This is an optimization exercise on Yosys and OpenROAD, whose aim is small area, not a production implementation.
No functional check of the RTL was part of any run shown here.
Power is estimated from default activity; no workload was simulated.

## flow/design.v (module list and top-level ports; edited modules follow where they fit)
// module chen_unsigned_div: 2506 lines
module chen_unsigned_div (clk, rst_n, divide_en, dividend, divisor,
                          divide_error, divide_done, quotient, remainde);
  // ...
==> flow/run.sh <==
#!/bin/bash
# synth_recipe.tcl (not shown) runs the flow's synth.tcl, then flattens the netlist and writes it again
# the make line also repeats each setting of config.mk as NAME=value (left out here)
make -C /OpenROAD-flow-scripts/flow DESIGN_CONFIG=/design/flow/config.mk WORK_HOME=/design/flow/orfs CLKGATE_MAP_FILE= SYNTH_SCRIPT=/design/flow/synth_recipe.tcl finish
==> flow/config.mk <==
export PLATFORM = sky130hd
export DESIGN_NAME = chen_unsigned_div
export DESIGN_NICKNAME = chen_unsigned_div
export VERILOG_FILES = /design/flow/design.v
export SDC_FILE = /design/flow/constraint.sdc
export NUM_CORES = 4
export LEC_CHECK = 0
export ABC_AREA = 1
export CAP_MARGIN = 20
export CORE_MARGIN = 2
export CORE_UTILIZATION = 40
export SLEW_MARGIN = 20
==> flow/constraint.sdc <==
create_clock -name core_clock -period 5.0 [get_ports {clk}]
set_input_delay 1.0000 -clock core_clock [delete_from_list [all_inputs] [get_ports {clk}]]
set_output_delay 1.0000 -clock core_clock [all_outputs]
set_load 0.01 [all_outputs]
==> flow_summary.yaml, run 1 <==
status:
  status: "finished with violations"
  violations: "setup timing"
worst_setup_path:
  critical_path_depth: 35
  start_kind: "flip-flop"
  path_buf_inv: 27
  cp_endpoint_kind: "output pin"
  critPathMostFrequentCell: "buf_4"
  critPathMaxFanout: 2
  critPathTopFamily: "buffers and inverters"
min_path:
  worstHoldEndpoint: "x_3[9]"
timing:
  setup_total_negative_slack_ps: -23420
  whs_ps: 316
  finalSetupViolCount: 56
  rsz0062_at_grt: "true"
  final.setup.worst_slack_ps: -960
  clock_skew_ps: 39.5
pwr:
  pwr-share-seq_pct: 33.8
  vdd_drop_max_mv: 0.286
  power.sequential.total_w: 0.00651
  combinationalPower_w: 0.00612
  power_switching_w: 0.00643
global_route:
  grt_use_met1_pct: 22.8
finish:
  antenna-diode-count: 0
  inverters: 1129
  final_cell_mix: "2394 x nand2_1, 1226 x buf_4, 978 x inv_1"
  layout.buffer.nonclock.area_share_pct: 18.8
  nNetsFinal: 9589
detailed_routing:
  drt-met1-wl_mm: 57.8
  wire_length_per_cell_um: 13.6
  number_of_vias_in_the_routed_layout: 54700
floorplanning:
  floorplan.initialDensity_pct: 40.1
synth:
  yosys.cell_count.top_type: "nand2_1"
  post_synth_edffs: 0
  synth-seq-area-share_pct: 30.8
  synthXorXnorAreaFrac_pct: 4.46
place:
  globalplace.congestion: 0.894
  post_dp_cell_area_um2: 59400
clock_tree:
  clk_transition_reported_paths_ps: 60
==> run 2, diff against run 1 <==
--- a/flow/design.v
+++ b/flow/design.v
@@ -41,15 +41,5 @@
   wire [31:0] x3 = {x2[30:0], q2};
-  reg        v_0;
-  reg [31:0] d_0;
-  reg [31:0] x_0;
-  reg [2:0] r_0;
-  always @(posedge clk) begin
-    v_0 <= rst_n & divide_en;
-    d_0 <= divisor;
-    x_0 <= x3;
-    r_0 <= r3;
-  end
-  wire [3:0] t3 = {r_0, x_0[31]};
-  wire [3:0] g3_0 = ~t3 & d_0[3:0];
-  wire [3:0] p3_0 = ~t3 | d_0[3:0];
+  wire [3:0] t3 = {r3, x3[31]};
+  wire [3:0] g3_0 = ~t3 & divisor[3:0];
+  wire [3:0] p3_0 = ~t3 | divisor[3:0];
   wire g3_1_1 = g3_0[1] | (p3_0[1] & g3_0[0]);
@@ -63,9 +53,9 @@
   wire [4:0] b3 = {g3_2_3, g3_2_2, g3_1_1, g3_0[0], 1'b0};
-  wire [4:0] s3 = {b3[4], d_0[3:0] ^ b3[3:0]};
-  wire q3 = ~s3[4] & ~|d_0[31:4];
+  wire [4:0] s3 = {b3[4], divisor[3:0] ^ b3[3:0]};
+  wire q3 = ~s3[4] & ~|divisor[31:4];
   wire [3:0] r4 = t3 ^ ({4{q3}} & s3[3:0]);
-  wire [31:0] x4 = {x_0[30:0], q3};
+  wire [31:0] x4 = {x3[30:0], q3};
   wire [4:0] t4 = {r4, x4[31]};
-  wire [4:0] g4_0 = ~t4 & d_0[4:0];
-  wire [4:0] p4_0 = ~t4 | d_0[4:0];
+  wire [4:0] g4_0 = ~t4 & divisor[4:0];
+  wire [4:0] p4_0 = ~t4 | divisor[4:0];
   wire g4_1_1 = g4_0[1] | (p4_0[1] & g4_0[0]);
@@ -81,7 +71,17 @@
   wire [5:0] b4 = {g4_3_4, g4_2_3, g4_2_2, g4_1_1, g4_0[0], 1'b0};
-  wire [5:0] s4 = {b4[5], d_0[4:0] ^ b4[4:0]};
-  wire q4 = ~s4[5] & ~|d_0[31:5];
+  wire [5:0] s4 = {b4[5], divisor[4:0] ^ b4[4:0]};
+  wire q4 = ~s4[5] & ~|divisor[31:5];
   wire [4:0] r5 = t4 ^ ({5{q4}} & s4[4:0]);
   wire [31:0] x5 = {x4[30:0], q4};
-  wire [5:0] t5 = {r5, x5[31]};
+  reg        v_0;
+  reg [31:0] d_0;
+  reg [31:0] x_0;
+  reg [4:0] r_0;
+  always @(posedge clk) begin
+    v_0 <= rst_n & divide_en;
+    d_0 <= divisor;
+    x_0 <= x5;
+    r_0 <= r5;
+  end
+  wire [5:0] t5 = {r_0, x_0[31]};
   wire [5:0] g5_0 = ~t5 & d_0[5:0];
@@ -106,3 +106,3 @@
   wire [5:0] r6 = t5 ^ ({6{q5}} & s5[5:0]);
-  wire [31:0] x6 = {x5[30:0], q5};
+  wire [31:0] x6 = {x_0[30:0], q5};
   wire [6:0] t6 = {r6, x6[31]};
@@ -165,15 +165,5 @@
   wire [31:0] x8 = {x7[30:0], q7};
-  reg        v_1;
-  reg [31:0] d_1;
-  reg [31:0] x_1;
-  reg [7:0] r_1;
-  always @(posedge clk) begin
-    v_1 <= rst_n & v_0;
-    d_1 <= d_0;
-    x_1 <= x8;
-    r_1 <= r8;
-  end
-  wire [8:0] t8 = {r_1, x_1[31]};
-  wire [8:0] g8_0 = ~t8 & d_1[8:0];
-  wire [8:0] p8_0 = ~t8 | d_1[8:0];
+  wire [8:0] t8 = {r8, x8[31]};
+  wire [8:0] g8_0 = ~t8 & d_0[8:0];
+  wire [8:0] p8_0 = ~t8 | d_0[8:0];
   wire g8_1_1 = g8_0[1] | (p8_0[1] & g8_0[0]);
@@ -205,7 +195,17 @@
   wire [9:0] b8 = {g8_4_8, g8_3_7, g8_3_6, g8_3_5, g8_3_4, g8_2_3, g8_2_2, g8_1_1, g8_0[0], 1'b0};
-  wire [9:0] s8 = {b8[9], d_1[8:0] ^ b8[8:0]};
-  wire q8 = ~s8[9] & ~|d_1[31:9];
+  wire [9:0] s8 = {b8[9], d_0[8:0] ^ b8[8:0]};
+  wire q8 = ~s8[9] & ~|d_0[31:9];
   wire [8:0] r9 = t8 ^ ({9{q8}} & s8[8:0]);
-  wire [31:0] x9 = {x_1[30:0], q8};
-  wire [9:0] t9 = {r9, x9[31]};
+  wire [31:0] x9 = {x8[30:0], q8};
+  reg        v_1;
+  reg [31:0] d_1;
+  reg [31:0] x_1;
+  reg [8:0] r_1;
+  always @(posedge clk) begin
+    v_1 <= rst_n & v_0;
+    d_1 <= d_0;
+    x_1 <= x9;
+    r_1 <= r9;
+  end
+  wire [9:0] t9 = {r_1, x_1[31]};
   wire [9:0] g9_0 = ~t9 & d_1[9:0];
@@ -246,3 +246,3 @@
   wire [9:0] r10 = t9 ^ ({10{q9}} & s9[9:0]);
-  wire [31:0] x10 = {x9[30:0], q9};
+  wire [31:0] x10 = {x_1[30:0], q9};
   wire [10:0] t10 = {r10, x10[31]};
@@ -337,15 +337,5 @@
   wire [31:0] x12 = {x11[30:0], q11};
-  reg        v_2;
-  reg [31:0] d_2;
-  reg [31:0] x_2;
-  reg [11:0] r_2;
-  always @(posedge clk) begin
-    v_2 <= rst_n & v_1;
-    d_2 <= d_1;
-    x_2 <= x12;
-    r_2 <= r12;
-  end
-  wire [12:0] t12 = {r_2, x_2[31]};
-  wire [12:0] g12_0 = ~t12 & d_2[12:0];
-  wire [12:0] p12_0 = ~t12 | d_2[12:0];
+  wire [12:0] t12 = {r12, x12[31]};
+  wire [12:0] g12_0 = ~t12 & d_1[12:0];
+  wire [12:0] p12_0 = ~t12 | d_1[12:0];
   wire g12_1_1 = g12_0[1] | (p12_0[1] & g12_0[0]);
@@ -395,7 +385,17 @@
   wire [13:0] b12 = {g12_4_12, g12_4_11, g12_4_10, g12_4_9, g12_4_8, g12_3_7, g12_3_6, g12_3_5, g12_3_4, g12_2_3, g12_2_2, g12_1_1, g12_0[0], 1'b0};
-  wire [13:0] s12 = {b12[13], d_2[12:0] ^ b12[12:0]};
-  wire q12 = ~s12[13] & ~|d_2[31:13];
+  wire [13:0] s12 = {b12[13], d_1[12:0] ^ b12[12:0]};
+  wire q12 = ~s12[13] & ~|d_1[31:13];
   wire [12:0] r13 = t12 ^ ({13{q12}} & s12[12:0]);
-  wire [31:0] x13 = {x_2[30:0], q12};
-  wire [13:0] t13 = {r13, x13[31]};
+  wire [31:0] x13 = {x12[30:0], q12};
+  reg        v_2;
+  reg [31:0] d_2;
+  reg [31:0] x_2;
+  reg [12:0] r_2;
+  always @(posedge clk) begin
+    v_2 <= rst_n & v_1;
+    d_2 <= d_1;
+    x_2 <= x13;
+    r_2 <= r13;
+  end
+  wire [13:0] t13 = {r_2, x_2[31]};
   wire [13:0] g13_0 = ~t13 & d_2[13:0];
@@ -456,3 +456,3 @@
   wire [13:0] r14 = t13 ^ ({14{q13}} & s13[13:0]);
-  wire [31:0] x14 = {x13[30:0], q13};
+  wire [31:0] x14 = {x_2[30:0], q13};
   wire [14:0] t14 = {r14, x14[31]};
@@ -593,15 +593,5 @@
   wire [31:0] x16 = {x15[30:0], q15};
-  reg        v_3;
-  reg [31:0] d_3;
-  reg [31:0] x_3;
-  reg [15:0] r_3;
-  always @(posedge clk) begin
-    v_3 <= rst_n & v_2;
-    d_3 <= d_2;
-    x_3 <= x16;
-    r_3 <= r16;
-  end
-  wire [16:0] t16 = {r_3, x_3[31]};
-  wire [16:0] g16_0 = ~t16 & d_3[16:0];
-  wire [16:0] p16_0 = ~t16 | d_3[16:0];
+  wire [16:0] t16 = {r16, x16[31]};
+  wire [16:0] g16_0 = ~t16 & d_2[16:0];
+  wire [16:0] p16_0 = ~t16 | d_2[16:0];
   wire g16_1_1 = g16_0[1] | (p16_0[1] & g16_0[0]);
@@ -673,7 +663,17 @@
   wire [17:0] b16 = {g16_5_16, g16_4_15, g16_4_14, g16_4_13, g16_4_12, g16_4_11, g16_4_10, g16_4_9, g16_4_8, g16_3_7, g16_3_6, g16_3_5, g16_3_4, g16_2_3, g16_2_2, g16_1_1, g16_0[0], 1'b0};
-  wire [17:0] s16 = {b16[17], d_3[16:0] ^ b16[16:0]};
-  wire q16 = ~s16[17] & ~|d_3[31:17];
+  wire [17:0] s16 = {b16[17], d_2[16:0] ^ b16[16:0]};
+  wire q16 = ~s16[17] & ~|d_2[31:17];
   wire [16:0] r17 = t16 ^ ({17{q16}} & s16[16:0]);
-  wire [31:0] x17 = {x_3[30:0], q16};
-  wire [17:0] t17 = {r17, x17[31]};
+  wire [31:0] x17 = {x16[30:0], q16};
+  reg        v_3;
+  reg [31:0] d_3;
+  reg [31:0] x_3;
+  reg [16:0] r_3;
+  always @(posedge clk) begin
+    v_3 <= rst_n & v_2;
+    d_3 <= d_2;
+    x_3 <= x17;
+    r_3 <= r17;
+  end
+  wire [17:0] t17 = {r_3, x_3[31]};
   wire [17:0] g17_0 = ~t17 & d_3[17:0];
@@ -754,3 +754,3 @@
   wire [17:0] r18 = t17 ^ ({18{q17}} & s17[17:0]);
-  wire [31:0] x18 = {x17[30:0], q17};
+  wire [31:0] x18 = {x_3[30:0], q17};
   wire [18:0] t18 = {r18, x18[31]};
@@ -837,15 +837,5 @@
   wire [31:0] x19 = {x18[30:0], q18};
-  reg        v_4;
-  reg [31:0] d_4;
-  reg [31:0] x_4;
-  reg [18:0] r_4;
-  always @(posedge clk) begin
-    v_4 <= rst_n & v_3;
-    d_4 <= d_3;
-    x_4 <= x19;
-    r_4 <= r19;
-  end
-  wire [19:0] t19 = {r_4, x_4[31]};
-  wire [19:0] g19_0 = ~t19 & d_4[19:0];
-  wire [19:0] p19_0 = ~t19 | d_4[19:0];
+  wire [19:0] t19 = {r19, x19[31]};
+  wire [19:0] g19_0 = ~t19 & d_3[19:0];
+  wire [19:0] p19_0 = ~t19 | d_3[19:0];
   wire g19_1_1 = g19_0[1] | (p19_0[1] & g19_0[0]);
@@ -931,7 +921,17 @@
   wire [20:0] b19 = {g19_5_19, g19_5_18, g19_5_17, g19_5_16, g19_4_15, g19_4_14, g19_4_13, g19_4_12, g19_4_11, g19_4_10, g19_4_9, g19_4_8, g19_3_7, g19_3_6, g19_3_5, g19_3_4, g19_2_3, g19_2_2, g19_1_1, g19_0[0], 1'b0};
-  wire [20:0] s19 = {b19[20], d_4[19:0] ^ b19[19:0]};
-  wire q19 = ~s19[20] & ~|d_4[31:20];
+  wire [20:0] s19 = {b19[20], d_3[19:0] ^ b19[19:0]};
+  wire q19 = ~s19[20] & ~|d_3[31:20];
   wire [19:0] r20 = t19 ^ ({20{q19}} & s19[19:0]);
-  wire [31:0] x20 = {x_4[30:0], q19};
-  wire [20:0] t20 = {r20, x20[31]};
+  wire [31:0] x20 = {x19[30:0], q19};
+  reg        v_4;
+  reg [31:0] d_4;
+  reg [31:0] x_4;
+  reg [19:0] r_4;
+  always @(posedge clk) begin
+    v_4 <= rst_n & v_3;
+    d_4 <= d_3;
+    x_4 <= x20;
+    r_4 <= r20;
+  end
+  wire [20:0] t20 = {r_4, x_4[31]};
   wire [20:0] g20_0 = ~t20 & d_4[20:0];
@@ -1026,3 +1026,3 @@
   wire [20:0] r21 = t20 ^ ({21{q20}} & s20[20:0]);
-  wire [31:0] x21 = {x20[30:0], q20};
+  wire [31:0] x21 = {x_4[30:0], q20};
   wire [21:0] t21 = {r21, x21[31]};
@@ -1125,15 +1125,5 @@
   wire [31:0] x22 = {x21[30:0], q21};
-  reg        v_5;
-  reg [31:0] d_5;
-  reg [31:0] x_5;
-  reg [21:0] r_5;
-  always @(posedge clk) begin
-    v_5 <= rst_n & v_4;
-    d_5 <= d_4;
-    x_5 <= x22;
-    r_5 <= r22;
-  end
-  wire [22:0] t22 = {r_5, x_5[31]};
-  wire [22:0] g22_0 = ~t22 & d_5[22:0];
-  wire [22:0] p22_0 = ~t22 | d_5[22:0];
+  wire [22:0] t22 = {r22, x22[31]};
+  wire [22:0] g22_0 = ~t22 & d_4[22:0];
+  wire [22:0] p22_0 = ~t22 | d_4[22:0];
   wire g22_1_1 = g22_0[1] | (p22_0[1] & g22_0[0]);
@@ -1235,7 +1225,17 @@
   wire [23:0] b22 = {g22_5_22, g22_5_21, g22_5_20, g22_5_19, g22_5_18, g22_5_17, g22_5_16, g22_4_15, g22_4_14, g22_4_13, g22_4_12, g22_4_11, g22_4_10, g22_4_9, g22_4_8, g22_3_7, g22_3_6, g22_3_5, g22_3_4, g22_2_3, g22_2_2, g22_1_1, g22_0[0], 1'b0};
-  wire [23:0] s22 = {b22[23], d_5[22:0] ^ b22[22:0]};
-  wire q22 = ~s22[23] & ~|d_5[31:23];
+  wire [23:0] s22 = {b22[23], d_4[22:0] ^ b22[22:0]};
+  wire q22 = ~s22[23] & ~|d_4[31:23];
   wire [22:0] r23 = t22 ^ ({23{q22}} & s22[22:0]);
-  wire [31:0] x23 = {x_5[30:0], q22};
-  wire [23:0] t23 = {r23, x23[31]};
+  wire [31:0] x23 = {x22[30:0], q22};
+  reg        v_5;
+  reg [31:0] d_5;
+  reg [31:0] x_5;
+  reg [22:0] r_5;
+  always @(posedge clk) begin
+    v_5 <= rst_n & v_4;
+    d_5 <= d_4;
+    x_5 <= x23;
+    r_5 <= r23;
+  end
+  wire [23:0] t23 = {r_5, x_5[31]};
   wire [23:0] g23_0 = ~t23 & d_5[23:0];
@@ -1350,3 +1350,3 @@
   wire [23:0] r24 = t23 ^ ({24{q23}} & s23[23:0]);
-  wire [31:0] x24 = {x23[30:0], q23};
+  wire [31:0] x24 = {x_5[30:0], q23};
   wire [24:0] t24 = {r24, x24[31]};
@@ -1467,15 +1467,5 @@
   wire [31:0] x25 = {x24[30:0], q24};
-  reg        v_6;
-  reg [31:0] d_6;
-  reg [31:0] x_6;
-  reg [24:0] r_6;
-  always @(posedge clk) begin
-    v_6 <= rst_n & v_5;
-    d_6 <= d_5;
-    x_6 <= x25;
-    r_6 <= r25;
-  end
-  wire [25:0] t25 = {r_6, x_6[31]};
-  wire [25:0] g25_0 = ~t25 & d_6[25:0];
-  wire [25:0] p25_0 = ~t25 | d_6[25:0];
+  wire [25:0] t25 = {r25, x25[31]};
+  wire [25:0] g25_0 = ~t25 & d_5[25:0];
+  wire [25:0] p25_0 = ~t25 | d_5[25:0];
   wire g25_1_1 = g25_0[1] | (p25_0[1] & g25_0[0]);
@@ -1595,7 +1585,17 @@
   wire [26:0] b25 = {g25_5_25, g25_5_24, g25_5_23, g25_5_22, g25_5_21, g25_5_20, g25_5_19, g25_5_18, g25_5_17, g25_5_16, g25_4_15, g25_4_14, g25_4_13, g25_4_12, g25_4_11, g25_4_10, g25_4_9, g25_4_8, g25_3_7, g25_3_6, g25_3_5, g25_3_4, g25_2_3, g25_2_2, g25_1_1, g25_0[0], 1'b0};
-  wire [26:0] s25 = {b25[26], d_6[25:0] ^ b25[25:0]};
-  wire q25 = ~s25[26] & ~|d_6[31:26];
+  wire [26:0] s25 = {b25[26], d_5[25:0] ^ b25[25:0]};
+  wire q25 = ~s25[26] & ~|d_5[31:26];
   wire [25:0] r26 = t25 ^ ({26{q25}} & s25[25:0]);
-  wire [31:0] x26 = {x_6[30:0], q25};
-  wire [26:0] t26 = {r26, x26[31]};
+  wire [31:0] x26 = {x25[30:0], q25};
+  reg        v_6;
+  reg [31:0] d_6;
+  reg [31:0] x_6;
+  reg [25:0] r_6;
+  always @(posedge clk) begin
+    v_6 <= rst_n & v_5;
+    d_6 <= d_5;
+    x_6 <= x26;
+    r_6 <= r26;
+  end
+  wire [26:0] t26 = {r_6, x_6[31]};
   wire [26:0] g26_0 = ~t26 & d_6[26:0];
@@ -1726,3 +1726,3 @@
   wire [26:0] r27 = t26 ^ ({27{q26}} & s26[26:0]);
-  wire [31:0] x27 = {x26[30:0], q26};
+  wire [31:0] x27 = {x_6[30:0], q26};
   wire [27:0] t27 = {r27, x27[31]};
@@ -1863,15 +1863,5 @@
   wire [31:0] x28 = {x27[30:0], q27};
-  reg        v_7;
-  reg [31:0] d_7;
-  reg [31:0] x_7;
-  reg [27:0] r_7;
-  always @(posedge clk) begin
-    v_7 <= rst_n & v_6;
-    d_7 <= d_6;
-    x_7 <= x28;
-    r_7 <= r28;
-  end
-  wire [28:0] t28 = {r_7, x_7[31]};
-  wire [28:0] g28_0 = ~t28 & d_7[28:0];
-  wire [28:0] p28_0 = ~t28 | d_7[28:0];
+  wire [28:0] t28 = {r28, x28[31]};
+  wire [28:0] g28_0 = ~t28 & d_6[28:0];
+  wire [28:0] p28_0 = ~t28 | d_6[28:0];
   wire g28_1_1 = g28_0[1] | (p28_0[1] & g28_0[0]);
@@ -2011,7 +2001,17 @@
   wire [29:0] b28 = {g28_5_28, g28_5_27, g28_5_26, g28_5_25, g28_5_24, g28_5_23, g28_5_22, g28_5_21, g28_5_20, g28_5_19, g28_5_18, g28_5_17, g28_5_16, g28_4_15, g28_4_14, g28_4_13, g28_4_12, g28_4_11, g28_4_10, g28_4_9, g28_4_8, g28_3_7, g28_3_6, g28_3_5, g28_3_4, g28_2_3, g28_2_2, g28_1_1, g28_0[0], 1'b0};
-  wire [29:0] s28 = {b28[29], d_7[28:0] ^ b28[28:0]};
-  wire q28 = ~s28[29] & ~|d_7[31:29];
+  wire [29:0] s28 = {b28[29], d_6[28:0] ^ b28[28:0]};
+  wire q28 = ~s28[29] & ~|d_6[31:29];
   wire [28:0] r29 = t28 ^ ({29{q28}} & s28[28:0]);
-  wire [31:0] x29 = {x_7[30:0], q28};
-  wire [29:0] t29 = {r29, x29[31]};
+  wire [31:0] x29 = {x28[30:0], q28};
+  reg        v_7;
+  reg [31:0] d_7;
+  reg [31:0] x_7;
+  reg [28:0] r_7;
+  always @(posedge clk) begin
+    v_7 <= rst_n & v_6;
+    d_7 <= d_6;
+    x_7 <= x29;
+    r_7 <= r29;
+  end
+  wire [29:0] t29 = {r_7, x_7[31]};
   wire [29:0] g29_0 = ~t29 & d_7[29:0];
@@ -2164,3 +2164,3 @@
   wire [29:0] r30 = t29 ^ ({30{q29}} & s29[29:0]);
-  wire [31:0] x30 = {x29[30:0], q29};
+  wire [31:0] x30 = {x_7[30:0], q29};
   wire [30:0] t30 = {r30, x30[31]};
@@ -2323,15 +2323,5 @@
   wire [31:0] x31 = {x30[30:0], q30};
-  reg        v_8;
-  reg [31:0] d_8;
-  reg [31:0] x_8;
-  reg [30:0] r_8;
-  always @(posedge clk) begin
-    v_8 <= rst_n & v_7;
-    d_8 <= d_7;
-    x_8 <= x31;
-    r_8 <= r31;
-  end
-  wire [31:0] t31 = {r_8, x_8[31]};
-  wire [31:0] g31_0 = ~t31 & d_8[31:0];
-  wire [31:0] p31_0 = ~t31 | d_8[31:0];
+  wire [31:0] t31 = {r31, x31[31]};
+  wire [31:0] g31_0 = ~t31 & d_7[31:0];
+  wire [31:0] p31_0 = ~t31 | d_7[31:0];
   wire g31_1_1 = g31_0[1] | (p31_0[1] & g31_0[0]);
@@ -2497,10 +2487,20 @@
   wire [32:0] b31 = {g31_5_31, g31_5_30, g31_5_29, g31_5_28, g31_5_27, g31_5_26, g31_5_25, g31_5_24, g31_5_23, g31_5_22, g31_5_21, g31_5_20, g31_5_19, g31_5_18, g31_5_17, g31_5_16, g31_4_15, g31_4_14, g31_4_13, g31_4_12, g31_4_11, g31_4_10, g31_4_9, g31_4_8, g31_3_7, g31_3_6, g31_3_5, g31_3_4, g31_2_3, g31_2_2, g31_1_1, g31_0[0], 1'b0};
-  wire [32:0] s31 = {b31[32], d_8[31:0] ^ b31[31:0]};
+  wire [32:0] s31 = {b31[32], d_7[31:0] ^ b31[31:0]};
   wire q31 = ~s31[32];
   wire [31:0] r32 = t31 ^ ({32{q31}} & s31[31:0]);
-  wire [31:0] x32 = {x_8[30:0], q31};
+  wire [31:0] x32 = {x31[30:0], q31};
+  reg        v_8;
+  reg        e_8;
+  reg [31:0] x_8;
+  reg [31:0] r_8;
+  always @(posedge clk) begin
+    v_8 <= rst_n & v_7;
+    e_8 <= ~|d_7;
+    x_8 <= x32;
+    r_8 <= r32;
+  end
   assign divide_done  = v_8;
-  assign divide_error = v_8 & ~|d_8;
-  assign quotient     = x32;
-  assign remainde     = r32;
+  assign divide_error = v_8 & e_8;
+  assign quotient     = x_8;
+  assign remainde     = r_8;
 endmodule
--- a/flow/config.mk
+++ b/flow/config.mk
@@ -10,3 +10,3 @@
 export CORE_MARGIN = 2
-export CORE_UTILIZATION = 40
+export CORE_UTILIZATION = 50
 export SLEW_MARGIN = 20
==> flow_summary.yaml, run 2 <==
pwr:
  power-per-cell-area_nw_per_um2: 262
  vdd_drop_max_mv: 0.319
  p_leak_nw: 38.2
floorplanning:
  die_h_um: 319
  core-area_um2: 98300
  floorplan.initialDensity_pct: 50.4
  horizontal_die_dimension_um: 319
  floorplan.rows: 115
  die_area_um2: 102000
  design.portCount: 133
worst_setup_path:
  worst_r2r_path_depth: 41
  timing_worst_setup_path_type: "reg2reg"
  worst_ep_arrival_time_ps: 5770
  critPathMostFrequentCell: "nand2_4"
  r2r-end: "r_6[10]"
  start_kind: "flip-flop"
  critPathMaxFanout: 7
  critPathTopFamily: "simple AND/OR/NAND/NOR gates"
  path_buf_inv: 6
  critical-path-slowest-cell: "nand3_1"
  cp_endpoint_kind: "flip-flop"
  critical_path.startpoint: "x_5[31]"
  worst_ep_required_time_ps: 5620
  regToRegSetupSlack_ps: -150
  cp_slowest_stage_delay_ps: 380
  timing.rr.start: "x_5[31]"
synth:
  synth_warnings: 1
  synth_compound_area_share_pct: 7.40
  async_reset_ff_share_pct: 0
  post_synth_and_or_nand_nor_area_fraction_pct: 48.7
  syn-mean-instance-area_um2: 5.90
  synth_largest_type_area_fraction_pct: 29.4
  synth.cell_area_um2: 49500
  postSynthRegisterBits: 728
  top_post_synthesis_cells_by_area: "dfxtp_1 29%, nand2_1 23%, nand3_1 12%, inv_1 8.3%, nor2_1 5.2%"
  yosys.cell_count.top_type: "nand2_1"
  synth_nets: 8450
  largest_area_contributor_in_the_netlist: "dfxtp_1"
  cell_count_after_synthesis: 8383
  synthXorXnorAreaFrac_pct: 3.24
  synth_fa_ha_area_share_pct: 0.0657
  synth_cell_type_count: 63
  multiplexer_share_of_the_synthesized_area_pct: 0
  predominant_post_synthesis_flop_cell: "dfxtp_1"
  yosys-top-cells-count: "3068 x nand2_1, 1151 x nand3_1, 1099 x inv_1, 728 x dfxtp_1, 683 x nor2_1"
  synth-seq-area-share_pct: 29.4
  post_synth_edffs: 0
  dominant_combinational_cell_family_by_area_after_synthesis: "simple AND/OR/NAND/NOR gates"
timing:
  timing.final.crit_share_pct: 103
  setup_total_negative_slack_ps: -4060
  worst_slew_margin_rel_pct: 39.7
  rsz0062_at_grt: "true"
  clock_skew_ps: 20.8
  max_slew.worst_pin.slew_ps: 896
  whs_ps: 316
  final.setup.worst_slack_ps: -150
  report.final.slew_viol_count: 0
  hold_violation_count_in_the_final_report: 0
  fmaxAchievable_mhz: 194
  finalSetupViolCount: 70
  post-route-min-period_ps: 5150
place:
  placed_cells: 11100
  place_ws_ps: -1090
  dpl.hpwl_mm: 115
  number_of_buffers_added_on_ports: 132
  globalplace.congestion: 0.933
clock_tree:
  clock_tree.htree_level_count: 3
  cts_root_buf: "clkbuf_16"
  clk_transition_reported_paths_ps: 60
  max-clock-path-buffers: 3
  clock_latency_of_the_later_clocked_register_in_the_worst_skew_pair_ps: 680
  ctsHoldBuffers: 0
  numClockSinks: 728
  cts_tree: "built"
  cts-buffers-inserted: 80
finish:
  nNetsFinal: 10200
  area.growth.synth_to_final_pct: 45.9
  seqCellArea_um2: 14600
  antenna-diode-count: 0
  multi_input_comb_area_um2: 33500
  fin_cells: 11500
  final_cell_mix: "2660 x nand2_1, 1482 x buf_4, 1054 x inv_1"
  postLayoutCoreUtil_pct: 73.5
  fillers: 8239
  final_layout_size_suffix_gt1_share_pct: 29.7
  layout_commonest_cell: "nand2_1"
detailed_routing:
  ant_nets_after_route: 0
  drt_first_pass_iters: 5
  number_of_vias_in_the_routed_layout: 58200
  maxUsedRoutingLayer: "met4"
  drt-met1-wl_mm: 60.1
  wire_length_per_cell_um: 13.8
  detailroute.wirelength.met3_mm: 4.45
  detail_route.vias_per_cell: 5.08
  routed_wl_mm: 158
  drcViolationCount: 0
  wl_met2_mm: 83.3
  drt_iter0_markers: 2898
min_path:
  worstHoldEndpoint: "x_5[21]"
  whs_path_depth: 0
  hp-class: "reg2reg"
  holdCritStartpoint: "x_4[18]"
global_route:
  grt_antenna_before_repair: 0
  grt_overflow: 0
  groute.usage.overall_pct: 28.2
  grt_pass1_vias: 53800
  grt_start_max_net_pins: 34
  grt_pass1_wl_mm: 243
status:
  status: "finished with violations"
  violations: "setup timing"
flow_run:
  max-cap-violations: 0
run 2: cell types whose count changed after synthesis, moves of 35 or more:
cell / before / now
nand3_1: 1060 / 1151
inv_1: 1020 / 1099
nor2_1: 648 / 683
xor2_1: 220 / 168
nand4_1: 244 / 293
nand2_1: 2833 / 3068
run 2: how the worst max path moves through the flow:
stage	depth (start not counted)	slack, ps	endpoint
after global routing	47	-450	r_7[17]
final	41	-150	r_6[10]
after floorplan	44	500	r_2[11]
after detailed placement	39	-1090	r_0[4]
after global placement	39	-990	r_0[2]
after CTS	49	-4	r_6[24]
run 2: power by group:
part | internal [W] | leakage [nW] | switching (W)
clock network | 0.00355 | 1.35 | 0.00266
registers | 0.00615 | 6.07 | 0.000208
logic | 0.00275 | 30.8 | 0.00357
run 2: metrics by stage:
stage | total power (W) | area, um2
6_report | 0.0189 | 72200
5_1_grt | 0.0200 | 72200
4_1_cts | 0.0183 | 66900
3_5_place_dp | 0.0119 | 62400
3_3_place_gp | 0.0118 | 62400
2_1_floorplan | 0.00975 | 49500
run 2: cells by family (layout without fill, tap and decap cells):
logic type,after synthesis,count (layout)
fa+ha+maj,3,3
compound gates,621,621
simple gates,5512,5523
buf+inv,1336,3111
xor+xnor,183,183
flops,728,728
run 2: layout make-up:
cell class	instances	share of cell area (%)
clock buffer	98	3.00
clock inverter	50	0.891
multi-input combinational	6330	46.4
inverter	1197	6.40
tap	1287	2.23
timing repair inverter	4	0.0537
timing repair buffer	1762	20.8
sequential	728	20.3
run 2: repair_timing:
action | 4_1_cts | 5_1_grt
setup endpoints to repair | 129 | 183
gates cloned | 18 | 35
gates resized for setup | 247 | 1103
pin swaps | 73 | 440
buffers inserted | 66 | 139
run 2: routing by layer:
layer / vias up / track usage, %
li1: 30200 / -
met1: 26400 / 29.3
met2: 1101 / 55.3
met3: 461 / 2.85
met4: 0 / 14.7
met5: - / 0

-- re-timing with driven ports --
Ports are ideal in the flow. The routed layouts listed here were re-timed in OpenROAD.
Step 1, drivers: a clkbuf_16 drives clk and a buf_2 each remaining input, both assumed.
Step 2 adds t to the input delays and takes it off the output delays; t is the mean of the earliest and latest rising clock arrival at the registers after step 1. Input paths then give back, and output paths get back, about the clock's delay inside the block.
Slacks: ideal / step 1 / step 2; pairs: ideal / step 1.
| run | shift t [ns] | slack for setup (ns) | hold WS [ns] | latest minus earliest clock arrival (ns) | slew at the worst register clock pin (ns) |
|---|---|---|---|---|---|
| run 1 | 0.756 | -0.960 / -1.030 / -0.275 | 0.316 / 0.316 / 0.316 | 0.043 / 0.043 | 0.07 / 0.07 |
| run 2 | 0.743 | -0.150 / -0.150 / -0.382 | 0.316 / 0.316 / 0.316 | 0.023 / 0.022 | 0.07 / 0.07 |
For run 2, which loses most, drivers alone change the setup slack by 0.000 ns; drivers and shift together by -0.232 ns.
